Context: an optimization exercise on an open-source flow, tuned for small area. The choices shown serve that exercise and are no tape-out recipe.
Function was checked by simulation only, so behaviour that the tests miss may differ from the original.
The clock port is modelled as an ideal driver; clocking choices that lean on that would not hold on a real chip.
No activity file was given, so power comes from the tool's default toggle rates.

==> flow/design.v <==
module decimal_to_7segment_digit(
	input [3:0] decimal,
	output [6:0] segments
);
	assign segments[6] = (~decimal[0] & ~decimal[2]) | (decimal[0] & ~decimal[1] & decimal[2]) | (decimal[1] & ~decimal[3]) | (~decimal[1] & decimal[3]);  
	assign segments[5] = (~decimal[0] & ~decimal[1]) | (~decimal[2]) | (decimal[0] & decimal[1] & ~decimal[3]);  
	assign segments[4] = (~decimal[1]) | (decimal[0] & ~decimal[2]) | (~decimal[0] & decimal[3]) | (decimal[2] & ~decimal[3]);  
	assign segments[3] = (~decimal[0] & decimal[1]) | (~decimal[0] & ~decimal[2]) | (decimal[1] & ~decimal[2]) | (decimal[0] & ~decimal[1] & decimal[2]);  
	assign segments[2] = (~decimal[0] & decimal[1]) | (~decimal[0] & ~decimal[2]);  
	assign segments[1] = (~decimal[0] & ~decimal[1]) | (~decimal[0] & decimal[2]) | (~decimal[1] & decimal[2]) | (~decimal[2] & decimal[3]);  
	assign segments[0] = (~decimal[0] & decimal[2]) | (~decimal[1] & decimal[2]) | (~decimal[1] & decimal[3]) | (decimal[1] & ~decimal[2] & ~decimal[3]);  
endmodule
module display(
	input wire clk,
	input wire user_btn,
	output wire [2:0] rgb_led,
	output wire digit_anode1,
	output wire digit_anode2,
	output wire digit_anode3,
	output wire digit_anode4,
	output wire segmentA,
	output wire segmentB,
	output wire segmentC,
	output wire segmentD,
	output wire segmentE,
	output wire segmentF,
	output wire segmentG
);
	wire rst = ~user_btn;
	localparam [7:0] TM = 8'haa;
	reg [7:0] ty;
	wire [7:0] tx = ty ^ TM;
	wire t52 = ~|tx[5:2];
	wire tick = tx[6] & t52 & ~tx[1] & ~tx[0];
	wire win = ~tx[7] & ~tx[6] & t52;
	always @(posedge clk)
		ty <= ((rst | tick) ? 8'h00 : {tx[6:0], tx[7] ^ ~(tx[2] & tx[6])}) ^ TM;
	reg [3:0] d;
	wire d_end = d[3] & d[2];       
	wire d_one = d == 4'd1;
	always @(posedge clk) begin
		if (rst | d_end) d <= 0;
		else d <= d + 1'b1;
	end
	reg [1:0] s;
	always @(posedge clk) begin
		if (rst) s <= 0;
		else if (d_end) s <= s + 1'b1;
	end
	reg [3:0] n0, n1y, n2, n3y;
	reg cf;       
	wire [1:0] ph = s + d[1:0];
	wire ones_ent = ph == 2'd0;
	wire thou_ent = ph == 2'd3;
	wire n0_9 = (n0[0] & n0[3]);
	wire n1_9 = (~n1y[0] & ~n1y[3]);
	wire n2_9 = (n2[0] & n2[3]);
	wire n3_9 = (~n3y[0] & ~n3y[3]);
	wire n0_10 = (n0[1] & n0[3]);
	wire lower9 = (ph == 2'd0) | (n0_9 & ((ph == 2'd1) | (n1_9 & ((ph == 2'd2) | n2_9))));
	wire wrap = ones_ent & (tick | win) & n0_10 & ~n3_9;
	wire c_in = tick ? (lower9 & ~wrap) : (win & (ones_ent ? ~wrap : cf));
	wire c_out = c_in & n3_9;
	wire [3:0] n3_inc;
	assign n3_inc[0] = (n3y[0] & n3y[1]) | (n3y[0] & n3y[3]);
	assign n3_inc[1] = (n3y[0] & ~n3y[1] & n3y[3]) | (~n3y[0] & n3y[1] & n3y[3]) | (~n3y[0] & n3y[1] & thou_ent);
	assign n3_inc[2] = (n3y[0] & ~n3y[2]) | (n3y[1] & ~n3y[2]) | (~n3y[0] & ~n3y[1] & n3y[2]);
	assign n3_inc[3] = (~n3y[0] & ~n3y[1] & ~n3y[2]) | (n3y[0] & n3y[1] & ~n3y[3]) | (~n3y[0] & ~n3y[3] & thou_ent);
	always @(posedge clk) begin
		if (rst) begin
			n0 <= 4'h0; n2 <= 4'h0; n3y <= 4'h5;
			cf <= 0;
		end else begin
			n0 <= c_in ? n3_inc : ~n3y;
			n2 <= ~n1y;
			n3y <= ~n2;
			cf <= c_out & ~thou_ent;
		end
		if (rst | wrap) n1y <= 4'hf;
		else n1y <= ~n0;
	end
	wire [3:0] sample;
	assign sample[0] = (n0[0]);
	assign sample[1] = (n0[1]);
	assign sample[2] = (n0[2]);
	assign sample[3] = (n0[3]);
	reg [3:0] l;
	always @(posedge clk) begin
		if (rst) l <= 4'hf;
		else if (d_one) l <= sample;
	end
	wire [6:0] seg;
	decimal_to_7segment_digit conv (l, seg);
	assign rgb_led = 3'b111;
	assign digit_anode4 = ~(s == 2'd0);
	assign digit_anode3 = ~(s == 2'd1);
	assign digit_anode2 = ~(s == 2'd2);
	assign digit_anode1 = ~(s == 2'd3);
	assign {segmentA, segmentB, segmentC, segmentD, segmentE, segmentF, segmentG} = seg;
endmodule
==> flow/config.mk <==
export PLATFORM = sky130hd
export DESIGN_NAME = display
export DESIGN_NICKNAME = display
export VERILOG_FILES = /design/flow/design.v
export SDC_FILE = /design/flow/constraint.sdc
export NUM_CORES = 4
export LEC_CHECK = 0
export CAP_MARGIN = 20
export CORE_MARGIN = 2
export CORE_UTILIZATION = 40
export SLEW_MARGIN = 20
==> flow/constraint.sdc <==
create_clock -name core_clock -period 20.0 [get_ports {clk}]
set_input_delay 4.0000 -clock core_clock [delete_from_list [all_inputs] [get_ports {clk}]]
set_output_delay 4.0000 -clock core_clock [all_outputs]
set_load 0.01 [all_outputs]
standard.sh (not shown) runs the stock make flow with config.mk's settings and CLKGATE_MAP_FILE= SYNTH_SCRIPT=/design/flow/synth_recipe.tcl, a recipe that flattens the netlist after the stock synthesis.
==> flow/flow/run.sh <==
#!/bin/bash
# Standard layout, with area-oriented ABC scripts in synthesis (registers
# untouched), smaller port buffers and a smaller clock tree.
set -euo pipefail
W=$PWD
sed -e "s#SYNTH_SCRIPT=[^ ]*#SYNTH_SCRIPT=$W/flow/my_synth.tcl#" standard.sh > my_standard.sh
export MY_FLOW_DIR=$W/flow
export BUFFER_PORTS_ARGS="-buffer_cell sky130_fd_sc_hd__buf_1"
export CTS_ARGS="-sink_clustering_enable -sink_clustering_levels 1 -sink_clustering_size 40 -sink_clustering_max_diameter 1000 -repair_clock_nets -dont_use_dummy_load -buf_list {sky130_fd_sc_hd__clkbuf_8}"
export SKIP_REPAIR_TIE_FANOUT=1
bash my_standard.sh > make_flow.log 2>&1
==> flow/flow/abc_1.script <==
strash
dc2
dc2
dch -f
amap
topo
==> flow/flow/abc_2.script <==
strash
&get -n
&deepsyn -T 10
&put
dch -f
amap
topo
==> flow/flow/abc_3.script <==
strash
&get -n
&deepsyn -T 10 -S 5
&put
dch -f
amap
topo
==> flow/flow/abc_4.script <==
strash
&get -n
&deepsyn -T 10
&put
dch -f
map -a
topo
==> flow/flow/abc_5.script <==
strash
&get -n
&deepsyn -T 10 -S 9
&put
dc2
dch -f
amap
topo
==> flow/flow/my_synth.tcl <==
# The standard flow's synthesis script, with the technology mapping step replaced: ABC
# maps the combinational logic with several area-oriented scripts and the
# smallest result is kept. Registers are not touched.
proc synth {args} { yosys synth -nofsm -noshare {*}$args }
proc extract_fa {args} { }
proc abc {args} {
  set out {}
  set skip 0
  foreach a $args {
    if {$skip} { set skip 0; continue }
    if {$a eq "-script" || $a eq "-D"} { set skip 1; continue }
    lappend out $a
  }
  set libs {}
  foreach lib $::env(LIB_FILES) { lappend libs -liberty $lib }
  yosys design -save pre_abc
  set best -1
  set best_script {}
  set i 0
  foreach script [lsort [glob $::env(MY_FLOW_DIR)/abc_*.script]] {
    incr i
    yosys design -load pre_abc
    yosys abc -script $script {*}$out
    set st_file $::env(RESULTS_DIR)/abc_stat.txt
    yosys tee -q -o $st_file stat {*}$libs
    set fh [open $st_file]
    set st [read $fh]
    close $fh
    regexp {Chip area for module [^:]*: ([0-9.]+)} $st -> area
    puts "MY_ABC $script area $area"
    yosys design -save abc_result_$i
    if {$best < 0 || $area < $best} {
      set best $area
      set best_script $script
      set best_i $i
    }
  }
  puts "MY_ABC best $best_script area $best"
  yosys design -load abc_result_$best_i
}
source $::env(SCRIPTS_DIR)/synth.tcl
# left out here: clear keep_hierarchy, flatten, clean up, hide names made inside functions, write 1_2_yosys.v
The starting point finished with timing, DRC and antenna clean.
Next try:
--- a/flow/flow/run.sh
+++ b/flow/flow/run.sh
@@ -9 +9 @@
-export CTS_ARGS="-sink_clustering_enable -sink_clustering_levels 1 -sink_clustering_size 40 -sink_clustering_max_diameter 1000 -repair_clock_nets -dont_use_dummy_load -buf_list {sky130_fd_sc_hd__clkbuf_8}"
+export CTS_ARGS="-repair_clock_nets -dont_use_dummy_load -wire_unit 200 -buf_list {sky130_fd_sc_hd__clkbuf_8}"
What happened: Final cell count does not change. Routed wire length stays the same. Non-clock buffer count does not change. Global-route usage stays the same. Total power does not change. Via count does not change. Sequential cell count is unchanged. Die area is unchanged.
Next try:
--- a/flow/flow/run.sh
+++ b/flow/flow/run.sh
@@ -9 +9 @@
-export CTS_ARGS="-repair_clock_nets -dont_use_dummy_load -wire_unit 200 -buf_list {sky130_fd_sc_hd__clkbuf_8}"
+export CTS_ARGS="-sink_clustering_enable -repair_clock_nets -dont_use_dummy_load -sink_clustering_size 12 -buf_list {sky130_fd_sc_hd__clkbuf_4}"
Result:
- The new run ran to the end with no violations
- wire length is about the same
- die area is unchanged
- sequential share of layout area came out higher by 1.1 points
- first-iteration DRC count came out lower by 28%
- power came out lower by 8.8%
- critical path depth does not change
- via count is about the same
- worst hold slack is about the same
Next try:
--- a/flow/flow/run.sh
+++ b/flow/flow/run.sh
@@ -9,2 +9 @@
-export CTS_ARGS="-sink_clustering_enable -repair_clock_nets -dont_use_dummy_load -sink_clustering_size 12 -buf_list {sky130_fd_sc_hd__clkbuf_4}"
-export SKIP_REPAIR_TIE_FANOUT=1
+export CTS_ARGS="-sink_clustering_enable -repair_clock_nets -dont_use_dummy_load -sink_clustering_size 8 -root_buf sky130_fd_sc_hd__clkbuf_4 -sink_clustering_buffer sky130_fd_sc_hd__clkbuf_2 -buf_list {sky130_fd_sc_hd__clkbuf_2 sky130_fd_sc_hd__clkbuf_4}"
What happened: Power hardly moves; count of clock-buffer cells in the layout is unchanged; final cell count increases by 0.95%; worst setup slack gets better by 34 ps; global-route usage rose by 0.37 points; clock power stays flat; cell area increases by 0.54%; die area does not change; register-to-register slack gains 80 ps; clock skew rose by 14 ps.
Next try:
--- a/flow/flow/run.sh
+++ b/flow/flow/run.sh
@@ -9 +9 @@
-export CTS_ARGS="-sink_clustering_enable -repair_clock_nets -dont_use_dummy_load -sink_clustering_size 8 -root_buf sky130_fd_sc_hd__clkbuf_4 -sink_clustering_buffer sky130_fd_sc_hd__clkbuf_2 -buf_list {sky130_fd_sc_hd__clkbuf_2 sky130_fd_sc_hd__clkbuf_4}"
+export CTS_ARGS="-sink_clustering_enable -repair_clock_nets -dont_use_dummy_load -buf_list {sky130_fd_sc_hd__clkbuf_2 sky130_fd_sc_hd__clkbuf_4}"
Effect: Global-route usage does not change; non-clock buffer count stays the same; register-to-register slack is about the same; wire length does not change; synthesized area is unchanged; sequential share of layout area is unchanged.


the previous run:
Another version of the RTL of display (not shown whole).
Size: about 16 I/O pins, about 0.0013 mm² of cells after synthesis.
==> flow/design.v (excerpt) <==
module display(
	input wire clk,
	input wire user_btn,
	output wire [2:0] rgb_led,
	output wire digit_anode1,
	output wire digit_anode2,
	output wire digit_anode3,
	output wire digit_anode4,
	output wire segmentA,
	output wire segmentB,
	output wire segmentC,
	output wire segmentD,
	output wire segmentE,
	output wire segmentF,
	output wire segmentG
);
==> flow/config.mk <==
export PLATFORM = sky130hd
export DESIGN_NAME = display
export DESIGN_NICKNAME = display
export VERILOG_FILES = /design/flow/design.v
export SDC_FILE = /design/flow/constraint.sdc
export NUM_CORES = 4
export LEC_CHECK = 0
export CAP_MARGIN = 20
export CORE_MARGIN = 2
export CORE_UTILIZATION = 40
export SLEW_MARGIN = 20
==> flow/constraint.sdc <==
create_clock -name core_clock -period 20.0 [get_ports {clk}]
set_input_delay 4.0000 -clock core_clock [delete_from_list [all_inputs] [get_ports {clk}]]
set_output_delay 4.0000 -clock core_clock [all_outputs]
set_load 0.01 [all_outputs]
==> flow/flow/run.sh <==
#!/bin/bash
# Standard layout, with area-oriented ABC scripts in synthesis (registers
# untouched), smaller port buffers, a smaller clock tree, and one tie cell
# for the constant outputs.
set -euo pipefail
W=$PWD
sed -e "s#SYNTH_SCRIPT=[^ ]*#SYNTH_SCRIPT=$W/flow/my_synth.tcl#" standard.sh > my_standard.sh
export MY_FLOW_DIR=$W/flow
export BUFFER_PORTS_ARGS="-buffer_cell sky130_fd_sc_hd__buf_1"
export CTS_ARGS="-sink_clustering_enable -repair_clock_nets -dont_use_dummy_load"
export PRE_CTS_TCL=$W/flow/manual_cts.tcl
export MY_CLK_NET=clk MY_CLK_BUF=sky130_fd_sc_hd__clkbuf_8 MY_CLK_NBUF=2
export SKIP_REPAIR_TIE_FANOUT=1
bash my_standard.sh > make_flow.log 2>&1
==> flow/flow/abc_x08.script <==
strash
&get -n
&deepsyn -T 8 -S 2
&put
dc2
dch -f
amap
topo
==> flow/flow/abc_x10.script <==
strash
&get -n
&deepsyn -T 8 -S 3
&put
dch -f
amap
topo
==> flow/flow/abc_x11.script <==
strash
&get -n
&deepsyn -T 8 -S 3
&put
dc2
dch -f
amap
topo
==> flow/flow/abc_x12.script <==
strash
&get -n
&deepsyn -T 8 -S 3
&put
dch -f
map -a
topo
==> flow/flow/abc_x22.script <==
strash
&get -n
&deepsyn -T 8 -S 7
&put
dch -f
amap
topo
==> flow/flow/manual_cts.tcl <==
# Drive the registers' clock pins from a few clock buffers fed by the clock
# port, split by position, instead of TritonCTS's two-level tree.
set block [ord::get_db_block]
set clknet [$block findNet $::env(MY_CLK_NET)]
set master [[ord::get_db] findMaster $::env(MY_CLK_BUF)]
set nb $::env(MY_CLK_NBUF)
set sinks {}
foreach it [$clknet getITerms] {
  set inst [$it getInst]
  lappend sinks [list [lindex [$inst getLocation] 0] $it]
}
set sinks [lsort -integer -index 0 $sinks]
set n [llength $sinks]
for {set b 0} {$b < $nb} {incr b} {
  set inst [odb::dbInst_create $block $master clkbuf_man_$b]
  set net [odb::dbNet_create $block clk_man_$b]
  $net setSigType CLOCK
  set lo [expr {$b * $n / $nb}]
  set hi [expr {($b + 1) * $n / $nb}]
  set sx 0; set sy 0
  for {set i $lo} {$i < $hi} {incr i} {
    set it [lindex [lindex $sinks $i] 1]
    set loc [[$it getInst] getLocation]
    set sx [expr {$sx + [lindex $loc 0]}]
    set sy [expr {$sy + [lindex $loc 1]}]
    $it disconnect
    $it connect $net
  }
  [$inst findITerm A] connect $clknet
  [$inst findITerm X] connect $net
  $inst setLocation [expr {$sx / ($hi - $lo)}] [expr {$sy / ($hi - $lo)}]
  $inst setPlacementStatus PLACED
}
global_connect
set_cts_config -skip_nets $::env(MY_CLK_NET)
Scripts as last shown in full above: flow/flow/abc_1.script, flow/flow/abc_2.script, flow/flow/abc_3.script, flow/flow/abc_4.script, flow/flow/abc_5.script, flow/flow/my_synth.tcl
The previous run went all the way through the flow, and no timing, DRC or antenna check failed.
[inputs] the current run vs the previous run
-- flow/flow/run.sh --
<<< the previous run, line 10
export CTS_ARGS="-sink_clustering_enable -repair_clock_nets -dont_use_dummy_load"
export PRE_CTS_TCL=$W/flow/manual_cts.tcl
export MY_CLK_NET=clk MY_CLK_BUF=sky130_fd_sc_hd__clkbuf_8 MY_CLK_NBUF=2
export SKIP_REPAIR_TIE_FANOUT=1
bash my_standard.sh > make_flow.log 2>&1
>>> the current run, line 10
export CTS_ARGS="-sink_clustering_enable -repair_clock_nets -dont_use_dummy_load"
export PRE_CTS_TCL=$W/flow/manual_cts.tcl
export MY_CLK_NET=clk MY_CLK_BUF=sky130_fd_sc_hd__clkbuf_4 MY_CLK_NBUF=4
export SKIP_REPAIR_TIE_FANOUT=1
bash my_standard.sh > make_flow.log 2>&1
==> comparison <==
Per the comparison of the current run with the previous run, sequential share of cell area ~0 delta, arrival time of data at the critical path endpoint now larger, worst setup slack dropped 0.024 ns, final critical-path required period climbed 0.024 ns.
Peak ir drop on the vdd network improves in the current run relative to the previous run.
The depth of the critical timing path with buffers and inverters included on the current run is in line with that on the previous run.

==> what the ideal ports hide <==
The flow's constraints put no driver on any port. The routed layouts listed below were extracted and timed again, unchanged, in two steps. Step 1 assumes that a clkbuf_16 drives the clock port and a buf_2 every other input. Step 2 moves the port delays by t, midway between the first and last clock arrival at a register: inputs arrive t later, outputs are due t later. That takes back most of the time a late clock gives input paths. Slacks: ideal / step 1 / step 2; pairs: ideal / step 1.
| run | t, ns | setup slack, ns | hold WS [ns] | latest minus earliest clock arrival (ns) | pins driven straight from the clock port |
|---|---|---|---|---|---|
| the first run of note 1 | 0.300 | 14.439 / 14.415 / 14.311 | 0.374 / 0.374 / 0.374 | 0.011 / 0.011 | 1 |
| the second run of note 1 | 0.300 | 14.439 / 14.415 / 14.311 | 0.374 / 0.374 / 0.374 | 0.011 / 0.011 | 1 |
| the third run of note 1 | 0.344 | 14.382 / 14.360 / 14.332 | 0.374 / 0.374 / 0.374 | 0.018 / 0.017 | 1 |
| the fourth run of note 1 | 0.348 | 14.416 / 14.394 / 14.361 | 0.362 / 0.362 / 0.362 | 0.030 / 0.030 | 1 |
| the fifth run of note 1 | 0.348 | 14.416 / 14.394 / 14.361 | 0.362 / 0.362 / 0.362 | 0.030 / 0.030 | 1 |
| the previous run | 0.189 | 14.254 / 14.262 / 14.073 | 0.369 / 0.370 / 0.370 | 0.010 / 0.009 | 2 |
| the current run | 0.190 | 14.230 / 14.243 / 14.053 | 0.371 / 0.371 / 0.371 | 0.012 / 0.012 | 4 |
After both steps setup and hold are still met in every run listed. The setup slack of the previous run, which loses most, moves by +0.008 ns with the drivers and by -0.181 ns with both steps.
